From an optimization exercise on the open Yosys and OpenROAD flow, aimed at small area, a short achievable clock period and few clock cycles; shortcuts taken in it are not production practice. Function was checked by simulation only, so behaviour that the tests miss may differ from the original. Power figures rest on the tool's default switching activity, not on a simulated workload.

<file path="flow/config.mk">
export PLATFORM = sky130hd
export DESIGN_NAME = ip_eth_rx
export DESIGN_NICKNAME = ip_eth_rx
export VERILOG_FILES = /design/flow/design.v
export SDC_FILE = /design/flow/constraint.sdc
export NUM_CORES = 4
export LEC_CHECK = 0
export CAP_MARGIN = 20
export CORE_MARGIN = 2
export CORE_UTILIZATION = 40
export SLEW_MARGIN = 20
</file>
<file path="flow/constraint.sdc">
create_clock -name core_clock -period 4.2 [get_ports {clk}]
set_input_delay 0.8400 -clock core_clock [delete_from_list [all_inputs] [get_ports {clk}]]
set_output_delay 0.8400 -clock core_clock [all_outputs]
set_load 0.01 [all_outputs]
</file>
<file path="flow/design.v">
`resetall
`timescale 1ns / 1ps
`default_nettype none
module ip_eth_rx
(
    input  wire        clk,
    input  wire        rst,
    input  wire        s_eth_hdr_valid,
    output wire        s_eth_hdr_ready,
    input  wire [47:0] s_eth_dest_mac,
    input  wire [47:0] s_eth_src_mac,
    input  wire [15:0] s_eth_type,
    input  wire [7:0]  s_eth_payload_axis_tdata,
    input  wire        s_eth_payload_axis_tvalid,
    output wire        s_eth_payload_axis_tready,
    input  wire        s_eth_payload_axis_tlast,
    input  wire        s_eth_payload_axis_tuser,
    output wire        m_ip_hdr_valid,
    input  wire        m_ip_hdr_ready,
    output wire [47:0] m_eth_dest_mac,
    output wire [47:0] m_eth_src_mac,
    output wire [15:0] m_eth_type,
    output wire [3:0]  m_ip_version,
    output wire [3:0]  m_ip_ihl,
    output wire [5:0]  m_ip_dscp,
    output wire [1:0]  m_ip_ecn,
    output wire [15:0] m_ip_length,
    output wire [15:0] m_ip_identification,
    output wire [2:0]  m_ip_flags,
    output wire [12:0] m_ip_fragment_offset,
    output wire [7:0]  m_ip_ttl,
    output wire [7:0]  m_ip_protocol,
    output wire [15:0] m_ip_header_checksum,
    output wire [31:0] m_ip_source_ip,
    output wire [31:0] m_ip_dest_ip,
    output wire [7:0]  m_ip_payload_axis_tdata,
    output wire        m_ip_payload_axis_tvalid,
    input  wire        m_ip_payload_axis_tready,
    output wire        m_ip_payload_axis_tlast,
    output wire        m_ip_payload_axis_tuser,
    output wire        busy,
    output wire        error_header_early_termination,
    output wire        error_payload_early_termination,
    output wire        error_invalid_header,
    output wire        error_invalid_checksum
);
localparam [2:0]
    STATE_IDLE = 3'd0,
    STATE_READ_HEADER = 3'd1,
    STATE_READ_PAYLOAD = 3'd2,
    STATE_READ_PAYLOAD_LAST = 3'd3,
    STATE_WAIT_LAST = 3'd4;
reg [2:0] state_reg, state_next;
reg store_eth_hdr;
reg store_ip_version_ihl;
reg store_ip_dscp_ecn;
reg store_ip_length_0;
reg store_ip_length_1;
reg store_ip_identification_0;
reg store_ip_identification_1;
reg store_ip_flags_fragment_offset_0;
reg store_ip_flags_fragment_offset_1;
reg store_ip_ttl;
reg store_ip_protocol;
reg store_ip_header_checksum_0;
reg store_ip_header_checksum_1;
reg store_ip_source_ip_0;
reg store_ip_source_ip_1;
reg store_ip_source_ip_2;
reg store_ip_source_ip_3;
reg store_ip_dest_ip_0;
reg store_ip_dest_ip_1;
reg store_ip_dest_ip_2;
reg store_ip_dest_ip_3;
reg store_last_word;
reg [5:0] hdr_ptr_reg, hdr_ptr_next;
reg [15:0] word_count_reg, word_count_next;
reg [15:0] hdr_sum_reg, hdr_sum_next;
reg [7:0] last_word_data_reg;
reg s_eth_hdr_ready_reg, s_eth_hdr_ready_next;
reg s_eth_payload_axis_tready_reg, s_eth_payload_axis_tready_next;
reg m_ip_hdr_valid_reg, m_ip_hdr_valid_next;
reg [47:0] m_eth_dest_mac_reg;
reg [47:0] m_eth_src_mac_reg;
reg [15:0] m_eth_type_reg;
reg [3:0] m_ip_version_reg;
reg [3:0] m_ip_ihl_reg;
reg [5:0] m_ip_dscp_reg;
reg [1:0] m_ip_ecn_reg;
reg [15:0] m_ip_length_reg;
reg [15:0] m_ip_identification_reg;
reg [2:0] m_ip_flags_reg;
reg [12:0] m_ip_fragment_offset_reg;
reg [7:0] m_ip_ttl_reg;
reg [7:0] m_ip_protocol_reg;
reg [15:0] m_ip_header_checksum_reg;
reg [31:0] m_ip_source_ip_reg;
reg [31:0] m_ip_dest_ip_reg;
reg busy_reg;
reg error_header_early_termination_reg, error_header_early_termination_next;
reg error_payload_early_termination_reg, error_payload_early_termination_next;
reg error_invalid_header_reg, error_invalid_header_next;
reg error_invalid_checksum_reg, error_invalid_checksum_next;
reg [7:0] m_ip_payload_axis_tdata_int;
reg       m_ip_payload_axis_tvalid_int;
reg       m_ip_payload_axis_tready_int_reg;
reg       m_ip_payload_axis_tlast_int;
reg       m_ip_payload_axis_tuser_int;
wire      m_ip_payload_axis_tready_int_early;
assign s_eth_hdr_ready = s_eth_hdr_ready_reg;
assign s_eth_payload_axis_tready = s_eth_payload_axis_tready_reg;
assign m_ip_hdr_valid = m_ip_hdr_valid_reg;
assign m_eth_dest_mac = m_eth_dest_mac_reg;
assign m_eth_src_mac = m_eth_src_mac_reg;
assign m_eth_type = m_eth_type_reg;
assign m_ip_version = m_ip_version_reg;
assign m_ip_ihl = m_ip_ihl_reg;
assign m_ip_dscp = m_ip_dscp_reg;
assign m_ip_ecn = m_ip_ecn_reg;
assign m_ip_length = m_ip_length_reg;
assign m_ip_identification = m_ip_identification_reg;
assign m_ip_flags = m_ip_flags_reg;
assign m_ip_fragment_offset = m_ip_fragment_offset_reg;
assign m_ip_ttl = m_ip_ttl_reg;
assign m_ip_protocol = m_ip_protocol_reg;
assign m_ip_header_checksum = m_ip_header_checksum_reg;
assign m_ip_source_ip = m_ip_source_ip_reg;
assign m_ip_dest_ip = m_ip_dest_ip_reg;
assign busy = busy_reg;
assign error_header_early_termination = error_header_early_termination_reg;
assign error_payload_early_termination = error_payload_early_termination_reg;
assign error_invalid_header = error_invalid_header_reg;
assign error_invalid_checksum = error_invalid_checksum_reg;
function [15:0] add1c16b;
    input [15:0] a, b;
    reg [16:0] t;
    begin
        t = a+b;
        add1c16b = t[15:0] + t[16];
    end
endfunction
always @* begin
    state_next = STATE_IDLE;
    s_eth_hdr_ready_next = 1'b0;
    s_eth_payload_axis_tready_next = 1'b0;
    store_eth_hdr = 1'b0;
    store_ip_version_ihl = 1'b0;
    store_ip_dscp_ecn = 1'b0;
    store_ip_length_0 = 1'b0;
    store_ip_length_1 = 1'b0;
    store_ip_identification_0 = 1'b0;
    store_ip_identification_1 = 1'b0;
    store_ip_flags_fragment_offset_0 = 1'b0;
    store_ip_flags_fragment_offset_1 = 1'b0;
    store_ip_ttl = 1'b0;
    store_ip_protocol = 1'b0;
    store_ip_header_checksum_0 = 1'b0;
    store_ip_header_checksum_1 = 1'b0;
    store_ip_source_ip_0 = 1'b0;
    store_ip_source_ip_1 = 1'b0;
    store_ip_source_ip_2 = 1'b0;
    store_ip_source_ip_3 = 1'b0;
    store_ip_dest_ip_0 = 1'b0;
    store_ip_dest_ip_1 = 1'b0;
    store_ip_dest_ip_2 = 1'b0;
    store_ip_dest_ip_3 = 1'b0;
    store_last_word = 1'b0;
    hdr_ptr_next = hdr_ptr_reg;
    word_count_next = word_count_reg;
    hdr_sum_next = hdr_sum_reg;
    m_ip_hdr_valid_next = m_ip_hdr_valid_reg && !m_ip_hdr_ready;
    error_header_early_termination_next = 1'b0;
    error_payload_early_termination_next = 1'b0;
    error_invalid_header_next = 1'b0;
    error_invalid_checksum_next = 1'b0;
    m_ip_payload_axis_tdata_int = 8'd0;
    m_ip_payload_axis_tvalid_int = 1'b0;
    m_ip_payload_axis_tlast_int = 1'b0;
    m_ip_payload_axis_tuser_int = 1'b0;
    case (state_reg)
        STATE_IDLE: begin
            hdr_ptr_next = 16'd0;
            hdr_sum_next = 16'd0;
            s_eth_hdr_ready_next = !m_ip_hdr_valid_next;
            if (s_eth_hdr_ready && s_eth_hdr_valid) begin
                s_eth_hdr_ready_next = 1'b0;
                s_eth_payload_axis_tready_next = 1'b1;
                store_eth_hdr = 1'b1;
                state_next = STATE_READ_HEADER;
            end else begin
                state_next = STATE_IDLE;
            end
        end
        STATE_READ_HEADER: begin
            s_eth_payload_axis_tready_next = 1'b1;
            word_count_next = m_ip_length_reg - 5*4;
            if (s_eth_payload_axis_tready && s_eth_payload_axis_tvalid) begin
                hdr_ptr_next = hdr_ptr_reg + 6'd1;
                state_next = STATE_READ_HEADER;
                if (hdr_ptr_reg[0]) begin
                    hdr_sum_next = add1c16b(hdr_sum_reg, {8'd0, s_eth_payload_axis_tdata});
                end else begin
                    hdr_sum_next = add1c16b(hdr_sum_reg, {s_eth_payload_axis_tdata, 8'd0});
                end
                case (hdr_ptr_reg)
                    6'h00: store_ip_version_ihl = 1'b1;
                    6'h01: store_ip_dscp_ecn = 1'b1;
                    6'h02: store_ip_length_1 = 1'b1;
                    6'h03: store_ip_length_0 = 1'b1;
                    6'h04: store_ip_identification_1 = 1'b1;
                    6'h05: store_ip_identification_0 = 1'b1;
                    6'h06: store_ip_flags_fragment_offset_1 = 1'b1;
                    6'h07: store_ip_flags_fragment_offset_0 = 1'b1;
                    6'h08: store_ip_ttl = 1'b1;
                    6'h09: store_ip_protocol = 1'b1;
                    6'h0A: store_ip_header_checksum_1 = 1'b1;
                    6'h0B: store_ip_header_checksum_0 = 1'b1;
                    6'h0C: store_ip_source_ip_3 = 1'b1;
                    6'h0D: store_ip_source_ip_2 = 1'b1;
                    6'h0E: store_ip_source_ip_1 = 1'b1;
                    6'h0F: store_ip_source_ip_0 = 1'b1;
                    6'h10: store_ip_dest_ip_3 = 1'b1;
                    6'h11: store_ip_dest_ip_2 = 1'b1;
                    6'h12: store_ip_dest_ip_1 = 1'b1;
                    6'h13: begin
                        store_ip_dest_ip_0 = 1'b1;
                        if (m_ip_version_reg != 4'd4 || m_ip_ihl_reg != 4'd5) begin
                            error_invalid_header_next = 1'b1;
                            state_next = STATE_WAIT_LAST;
                        end else if (hdr_sum_next != 16'hffff) begin
                            error_invalid_checksum_next = 1'b1;
                            state_next = STATE_WAIT_LAST;
                        end else begin
                            m_ip_hdr_valid_next = 1'b1;
                            s_eth_payload_axis_tready_next = m_ip_payload_axis_tready_int_early;
                            state_next = STATE_READ_PAYLOAD;
                        end
                    end
                endcase
                if (s_eth_payload_axis_tlast) begin
                    error_header_early_termination_next = 1'b1;
                    m_ip_hdr_valid_next = 1'b0;
                    s_eth_hdr_ready_next = !m_ip_hdr_valid_next;
                    s_eth_payload_axis_tready_next = 1'b0;
                    state_next = STATE_IDLE;
                end
            end else begin
                state_next = STATE_READ_HEADER;
            end
        end
        STATE_READ_PAYLOAD: begin
            s_eth_payload_axis_tready_next = m_ip_payload_axis_tready_int_early;
            m_ip_payload_axis_tdata_int = s_eth_payload_axis_tdata;
            m_ip_payload_axis_tlast_int = s_eth_payload_axis_tlast;
            m_ip_payload_axis_tuser_int = s_eth_payload_axis_tuser;
            if (s_eth_payload_axis_tready && s_eth_payload_axis_tvalid) begin
                word_count_next = word_count_reg - 16'd1;
                m_ip_payload_axis_tvalid_int = 1'b1;
                if (s_eth_payload_axis_tlast) begin
                    if (word_count_reg > 16'd1) begin
                        m_ip_payload_axis_tuser_int = 1'b1;
                        error_payload_early_termination_next = 1'b1;
                    end
                    s_eth_hdr_ready_next = !m_ip_hdr_valid_next;
                    s_eth_payload_axis_tready_next = 1'b0;
                    state_next = STATE_IDLE;
                end else begin
                    if (word_count_reg == 16'd1) begin
                        store_last_word = 1'b1;
                        m_ip_payload_axis_tvalid_int = 1'b0;
                        state_next = STATE_READ_PAYLOAD_LAST;
                    end else begin
                        state_next = STATE_READ_PAYLOAD;
                    end
                end
            end else begin
                state_next = STATE_READ_PAYLOAD;
            end
        end
        STATE_READ_PAYLOAD_LAST: begin
            s_eth_payload_axis_tready_next = m_ip_payload_axis_tready_int_early;
            m_ip_payload_axis_tdata_int = last_word_data_reg;
            m_ip_payload_axis_tlast_int = s_eth_payload_axis_tlast;
            m_ip_payload_axis_tuser_int = s_eth_payload_axis_tuser;
            if (s_eth_payload_axis_tready && s_eth_payload_axis_tvalid) begin
                if (s_eth_payload_axis_tlast) begin
                    s_eth_hdr_ready_next = !m_ip_hdr_valid_next;
                    s_eth_payload_axis_tready_next = 1'b0;
                    m_ip_payload_axis_tvalid_int = 1'b1;
                    state_next = STATE_IDLE;
                end else begin
                    state_next = STATE_READ_PAYLOAD_LAST;
                end
            end else begin
                state_next = STATE_READ_PAYLOAD_LAST;
            end
        end
        STATE_WAIT_LAST: begin
            s_eth_payload_axis_tready_next = 1'b1;
            if (s_eth_payload_axis_tready && s_eth_payload_axis_tvalid) begin
                if (s_eth_payload_axis_tlast) begin
                    s_eth_hdr_ready_next = !m_ip_hdr_valid_next;
                    s_eth_payload_axis_tready_next = 1'b0;
                    state_next = STATE_IDLE;
                end else begin
                    state_next = STATE_WAIT_LAST;
                end
            end else begin
                state_next = STATE_WAIT_LAST;
            end
        end
    endcase
end
always @(posedge clk) begin
    if (rst) begin
        state_reg <= STATE_IDLE;
        s_eth_hdr_ready_reg <= 1'b0;
        s_eth_payload_axis_tready_reg <= 1'b0;
        m_ip_hdr_valid_reg <= 1'b0;
        busy_reg <= 1'b0;
        error_header_early_termination_reg <= 1'b0;
        error_payload_early_termination_reg <= 1'b0;
        error_invalid_header_reg <= 1'b0;
        error_invalid_checksum_reg <= 1'b0;
    end else begin
        state_reg <= state_next;
        s_eth_hdr_ready_reg <= s_eth_hdr_ready_next;
        s_eth_payload_axis_tready_reg <= s_eth_payload_axis_tready_next;
        m_ip_hdr_valid_reg <= m_ip_hdr_valid_next;
        error_header_early_termination_reg <= error_header_early_termination_next;
        error_payload_early_termination_reg <= error_payload_early_termination_next;
        error_invalid_header_reg <= error_invalid_header_next;
        error_invalid_checksum_reg <= error_invalid_checksum_next;
        busy_reg <= state_next != STATE_IDLE;
    end
    hdr_ptr_reg <= hdr_ptr_next;
    word_count_reg <= word_count_next;
    hdr_sum_reg <= hdr_sum_next;
    if (store_eth_hdr) begin
        m_eth_dest_mac_reg <= s_eth_dest_mac;
        m_eth_src_mac_reg <= s_eth_src_mac;
        m_eth_type_reg <= s_eth_type;
    end
    if (store_last_word) begin
        last_word_data_reg <= m_ip_payload_axis_tdata_int;
    end
    if (store_ip_version_ihl) {m_ip_version_reg, m_ip_ihl_reg} <= s_eth_payload_axis_tdata;
    if (store_ip_dscp_ecn) {m_ip_dscp_reg, m_ip_ecn_reg} <= s_eth_payload_axis_tdata;
    if (store_ip_length_0) m_ip_length_reg[ 7: 0] <= s_eth_payload_axis_tdata;
    if (store_ip_length_1) m_ip_length_reg[15: 8] <= s_eth_payload_axis_tdata;
    if (store_ip_identification_0) m_ip_identification_reg[ 7: 0] <= s_eth_payload_axis_tdata;
    if (store_ip_identification_1) m_ip_identification_reg[15: 8] <= s_eth_payload_axis_tdata;
    if (store_ip_flags_fragment_offset_0) m_ip_fragment_offset_reg[ 7:0] <= s_eth_payload_axis_tdata;
    if (store_ip_flags_fragment_offset_1) {m_ip_flags_reg, m_ip_fragment_offset_reg[12:8]} <= s_eth_payload_axis_tdata;
    if (store_ip_ttl) m_ip_ttl_reg <= s_eth_payload_axis_tdata;
    if (store_ip_protocol) m_ip_protocol_reg <= s_eth_payload_axis_tdata;
    if (store_ip_header_checksum_0) m_ip_header_checksum_reg[ 7: 0] <= s_eth_payload_axis_tdata;
    if (store_ip_header_checksum_1) m_ip_header_checksum_reg[15: 8] <= s_eth_payload_axis_tdata;
    if (store_ip_source_ip_0) m_ip_source_ip_reg[ 7: 0] <= s_eth_payload_axis_tdata;
    if (store_ip_source_ip_1) m_ip_source_ip_reg[15: 8] <= s_eth_payload_axis_tdata;
    if (store_ip_source_ip_2) m_ip_source_ip_reg[23:16] <= s_eth_payload_axis_tdata;
    if (store_ip_source_ip_3) m_ip_source_ip_reg[31:24] <= s_eth_payload_axis_tdata;
    if (store_ip_dest_ip_0) m_ip_dest_ip_reg[ 7: 0] <= s_eth_payload_axis_tdata;
    if (store_ip_dest_ip_1) m_ip_dest_ip_reg[15: 8] <= s_eth_payload_axis_tdata;
    if (store_ip_dest_ip_2) m_ip_dest_ip_reg[23:16] <= s_eth_payload_axis_tdata;
    if (store_ip_dest_ip_3) m_ip_dest_ip_reg[31:24] <= s_eth_payload_axis_tdata;
end
reg [7:0] m_ip_payload_axis_tdata_reg;
reg       m_ip_payload_axis_tvalid_reg, m_ip_payload_axis_tvalid_next;
reg       m_ip_payload_axis_tlast_reg;
reg       m_ip_payload_axis_tuser_reg;
reg [7:0] temp_m_ip_payload_axis_tdata_reg;
reg       temp_m_ip_payload_axis_tvalid_reg, temp_m_ip_payload_axis_tvalid_next;
reg       temp_m_ip_payload_axis_tlast_reg;
reg       temp_m_ip_payload_axis_tuser_reg;
reg store_ip_payload_int_to_output;
reg store_ip_payload_int_to_temp;
reg store_ip_payload_axis_temp_to_output;
assign m_ip_payload_axis_tdata = m_ip_payload_axis_tdata_reg;
assign m_ip_payload_axis_tvalid = m_ip_payload_axis_tvalid_reg;
assign m_ip_payload_axis_tlast = m_ip_payload_axis_tlast_reg;
assign m_ip_payload_axis_tuser = m_ip_payload_axis_tuser_reg;
assign m_ip_payload_axis_tready_int_early = m_ip_payload_axis_tready || (!temp_m_ip_payload_axis_tvalid_reg && !m_ip_payload_axis_tvalid_reg);
always @* begin
    m_ip_payload_axis_tvalid_next = m_ip_payload_axis_tvalid_reg;
    temp_m_ip_payload_axis_tvalid_next = temp_m_ip_payload_axis_tvalid_reg;
    store_ip_payload_int_to_output = 1'b0;
    store_ip_payload_int_to_temp = 1'b0;
    store_ip_payload_axis_temp_to_output = 1'b0;
    if (m_ip_payload_axis_tready_int_reg) begin
        if (m_ip_payload_axis_tready || !m_ip_payload_axis_tvalid_reg) begin
            m_ip_payload_axis_tvalid_next = m_ip_payload_axis_tvalid_int;
            store_ip_payload_int_to_output = 1'b1;
        end else begin
            temp_m_ip_payload_axis_tvalid_next = m_ip_payload_axis_tvalid_int;
            store_ip_payload_int_to_temp = 1'b1;
        end
    end else if (m_ip_payload_axis_tready) begin
        m_ip_payload_axis_tvalid_next = temp_m_ip_payload_axis_tvalid_reg;
        temp_m_ip_payload_axis_tvalid_next = 1'b0;
        store_ip_payload_axis_temp_to_output = 1'b1;
    end
end
always @(posedge clk) begin
    m_ip_payload_axis_tvalid_reg <= m_ip_payload_axis_tvalid_next;
    m_ip_payload_axis_tready_int_reg <= m_ip_payload_axis_tready_int_early;
    temp_m_ip_payload_axis_tvalid_reg <= temp_m_ip_payload_axis_tvalid_next;
    if (store_ip_payload_int_to_output) begin
        m_ip_payload_axis_tdata_reg <= m_ip_payload_axis_tdata_int;
        m_ip_payload_axis_tlast_reg <= m_ip_payload_axis_tlast_int;
        m_ip_payload_axis_tuser_reg <= m_ip_payload_axis_tuser_int;
    end else if (store_ip_payload_axis_temp_to_output) begin
        m_ip_payload_axis_tdata_reg <= temp_m_ip_payload_axis_tdata_reg;
        m_ip_payload_axis_tlast_reg <= temp_m_ip_payload_axis_tlast_reg;
        m_ip_payload_axis_tuser_reg <= temp_m_ip_payload_axis_tuser_reg;
    end
    if (store_ip_payload_int_to_temp) begin
        temp_m_ip_payload_axis_tdata_reg <= m_ip_payload_axis_tdata_int;
        temp_m_ip_payload_axis_tlast_reg <= m_ip_payload_axis_tlast_int;
        temp_m_ip_payload_axis_tuser_reg <= m_ip_payload_axis_tuser_int;
    end
    if (rst) begin
        m_ip_payload_axis_tvalid_reg <= 1'b0;
        m_ip_payload_axis_tready_int_reg <= 1'b0;
        temp_m_ip_payload_axis_tvalid_reg <= 1'b0;
    end
end
endmodule
`resetall
</file>
<file path="flow/run.sh">
#!/bin/bash
# synth_recipe.tcl (not shown) runs the flow's synth.tcl, then flattens the netlist and writes it again
# the make line also repeats each setting of config.mk as NAME=value (left out here)
make -C /OpenROAD-flow-scripts/flow DESIGN_CONFIG=/design/flow/config.mk WORK_HOME=/design/flow/orfs CLKGATE_MAP_FILE= SYNTH_SCRIPT=/design/flow/synth_recipe.tcl finish
</file>
==> impl_summary.txt <==
----------------------------------------------------
[Floorplan]
  I/O pins ... between 400 and 500
  Die outline width ... approximately 190 microns
  Die area ... ~0.037 sq mm
  Core region area ... between 0.03 and 0.04 sq mm
  Vertical die dimension ... around 190 microns
  Initial core utilization ... between 40 and 50%
  Row count ... 68

[Drt]
  Number of nets still failing antenna checks after routing ... 0
  Total number of vias ... about 10k
  WL/cell ... 23.7 microns
  Routed vias/inst ... just over 5
  Detailed router's first-iteration violation count ... 761
  DRC violations left ... 0
  Router iterations before antenna repair ... 5
  Overall routed net length ... around 46000 microns

[Finish]
  Area Growth Syn to Fin ... 48.2%
  Most frequent cells in the layout ... clkdlybuf4s50_1, edfxtp_1, buf_4
  Final Non-Filler Cells ... between 1.5k and 2k
  Share of final-layout standard cells stronger than drive strength 1 ... between 10 and 15%
  Most frequent standard cell in the layout excluding fill and tap cells ... clkdlybuf4s50_1
  Net total in the final layout ... 1624

[CTS]
  Sinks on the clock net ... 352
  Htree depth ... 2
  Latest clock arrival within the worst-skew pair ... between 0.5 and 0.6 ns
  Root Driver ... clkbuf_16
  CTS tree ... built
  Quantity of hold-fixing buffers added after cts ... 0
  Largest buffer count on any clock path ... 3
  Clk pin slew, worst setup/hold paths ... about 0.07 ns
  Number of clock buffers inserted by TritonCTS ... 37

[Power and ir drop]
  Sequential share of power ... 49.7%
  Share of power burned in the clock network ... 36.5%
  Switching pwr ... ~2.0 mW
  Power Dens Cells ... 391 mW/mm^2
  Worst supply voltage drop on vdd ... ~0.25 mV
  Leakage Power ... between 7 and 8 nW
  Fraction of power spent switching nets ... between 20% and 30%
  Power Total ... 8.15 mW
  Total internal power ... 6.20 mW
  Share of total power in combinational logic ... 13.8%

[Critical path]
  Start-to-end type of the worst setup path ... primary input to flop
  Crit path DAT ... approximately 4.4 ns
  Worst R2R Setup Slack ... roughly 0.28 ns
  Type of element launching the critical path ... primary input
  Highest fanout seen on the critical path ... 5
  Capturing element type of the critical path ... flop
  Required time of the critical path ... 4.59 ns

[Min path]
  Min-Delay Path Class ... flop to flop

[Synthesis]
  EDFF count, synth ... ~340
  Post-synthesis net count ... about 1.1k
  Count of different cell masters after synthesis ... between 70 and 80
  Cells after synthesis ... 913
  Sequential share of the synthesized area ... around 74%
  Dominant cell type by area after synthesis ... edfxtp_1
  Largest cells by area after synthesis ... edfxtp_1, ha_1, nor2_1
  Synth Cell Area ... 0.0141 sq mm
  Proportion of synthesized flip-flops having asynchronous set or reset ... 0%
  Dominant register cell in the synthesized netlist ... edfxtp_1
  Share of the synthesized area in the top cell type ... 72.1%
  Average instance area after synthesis ... approximately 15 sq um
  Number of warnings issued by yosys ... 1
  Flip-flop and latch count after synthesis ... between 300 and 400

[Flow run]
  Max_cap viols ... 0

[STA]
  Period Utilization, post-route ... between 90 and 100%
  Clk_skew ... 0.0114 ns
  Slew margin rel. ... between 30% and 40%
  Final hold slack ... 0.517 ns
  Slew Limit Fails ... 0
  Transition at the pin with the smallest max-transition slack ... 0.987 ns
  Final critical-path required period ... slightly below 4 ns
  Setup violations, final ... 0
  Fmax ... ~250 MHz
  Count of endpoints failing hold in the final timing report ... 0

[Global routing]
  Maximum number of pins on one net before global-route repair ... roughly 60
  Total GRT Usage ... between 20% and 30%
  Total overflow reported by the global router ... 0
  Number of global-route vias before repair ... approximately 9.5k
  Global-route wire length before repair ... 64100 microns
  Number of antenna violations at the first check in global routing ... 8

[Placed design]
  Routability congestion estimate ... 0.883
  HPWL after DPL ... 36000 microns
  Placed instance count ... ~1.9k
  Number of I/O port buffers ... between 400 and 500

[Run status]
  Run status ... finished clean

----------------------------------------------------
## metal layers
metal,vias up,global-route usage (%),part of all wire [%]
met4,0,9.11,2.9
li1,4588,-,-
met3,68,4.49,6.6
met5,-,0,0
met1,4855,30.1,39
met2,350,43.3,52
## final cells by class
| class | count | area (sq um) |
|---|---|---|
| fill | 2787 | 13800 |
| multi-input combinational | 517 | 3610 |
| sequential | 352 | 10400 |
| inverter | 24 | 90.1 |
| clock buffer | 41 | 941 |
| timing repair buffer | 535 | 5080 |
| tap | 455 | 569 |
| antenna | 8 | 20.0 |
| clock inverter | 18 | 130 |
## metrics by stage
step	cell area (sq um)	setup TNS, ns	worst slack [ns]	util [%]
2_1_floorplan	14100	0	0.0103	-
3_3_place_gp	19700	-5.95	-0.767	56.8
3_5_place_dp	19700	-7.24	-0.875	56.8
4_1_cts	20800	0	0.0220	60.0
5_1_grt	20900	-0.000969	-0.000969	60.3
6_report	20900	0	0.238	60.3
## worst paths after layout
check	start	end	cells after the start
worst min register to register	temp_m_ip_payload_axis_tvalid_reg$_SDFFE_PP0P_	m_ip_payload_axis_tvalid_reg$_SDFFE_PP0P_	2
worst max register to register	hdr_sum_reg[10]$_SDFFCE_PN0P_	state_reg[2]$_SDFF_PP0_	17
worst max-delay path	s_eth_payload_axis_tdata[1]	state_reg[2]$_SDFF_PP0_	17
worst min-delay path	temp_m_ip_payload_axis_tvalid_reg$_SDFFE_PP0P_	m_ip_payload_axis_tvalid_reg$_SDFFE_PP0P_	2
## cells in the mapped netlist (5+ instances only)
library cell and number:
clkbuf_1 16, a21oi_1 27, xnor2_1 32, nor2b_1 6, or3_1 10, nand4b_1 6, nor2_1 87, nor4_1 13
o31ai_1 6, nand4_1 8, and3_1 10, nor3_1 23, xor2_1 29, o21bai_1 5, inv_1 24, o211ai_1 5
a31oi_1 8, mux2i_1 12, o21ai_0 25, ha_1 27, nand2_1 52, mux2_2 11, dfxtp_1 14, a21o_1 5
and2_1 12, nand3_1 17, a211oi_1 12, nand2b_1 9, edfxtp_1 338
## logic make-up (layout without fill, tap and decap cells)
group | count (synthesis) | count (layout) | share of synthesized area [%]
AOI/OAI and AO/OA | 122 | 122 | 5.89
xor gates and xnor gates | 62 | 62 | 3.96
adders and majority gates | 29 | 29 | 2.68
buffers and inverters | 44 | 618 | 1.23
DFF | 352 | 352 | 74.1
muxes | 24 | 24 | 1.81
other | 0 | 8 | 0
and+or+nand+nor | 280 | 280 | 10.4
## worst max-delay path, cell delays in order
cell and delay [ns]:
dlygate4sd2_1 0.23, inv_2 0.07, fa_2 0.40, nand2b_4 0.17, a211oi_4 0.27, o22ai_2 0.12
nor4_2 0.15, ha_2 0.25, ha_4 0.14, and2_1 0.11, nand4b_1 0.22, o32ai_1 0.40
nand2_1 0.11, xor2_1 0.18, o31ai_2 0.30, and4_4 0.30, o22ai_1 0.09
## power by group through the flow
| stage | clock, mW | sequential (mW) | combinational (mW) |
|---|---|---|---|
| floorplan | 0 | 4.13 | 0.461 |
| global placement | 0 | 4.12 | 1.10 |
| detailed placement | 0 | 4.13 | 1.10 |
| CTS | 3.03 | 4.05 | 1.11 |
| global route | 3.16 | 4.06 | 1.21 |
| finish | 2.98 | 4.05 | 1.12 |
## repair_timing
action	in CTS	in global routing
buffers inserted	2	2
resized for setup	11	14
setup endpoints to repair	6	6
pin swaps	8	7
endpoints found under the hold margin	0	0
Testbench counts, summed over its fixed seeds: cycles 227,939.

## what the ideal ports hide
In the flow no input, the clock included, has a driving cell. The finished layout below was timed again as built, in two steps.
Step 1, drivers: a clkbuf_16 drives clk and a buf_2 each remaining input, both assumed.
Step 2 moves the port delays by t, midway between the first and last clock arrival at a register: inputs arrive t later, outputs are due t later. That takes back most of the time a late clock gives input paths.
Three values: ideal, step 1, step 2; two values: the first two.
shift t [ns]: 0.574
setup WS [ns]: 0.238 / 0.234 / -0.340
worst hold slack (ns): 0.517 / 0.517 / 0.517
worst slew at a driven data input, ns: 0.15
With both steps, setup timing fails in this run, where it was met with ideal ports. The setup slack of this run moves by -0.004 ns with the drivers and by -0.578 ns with both steps.
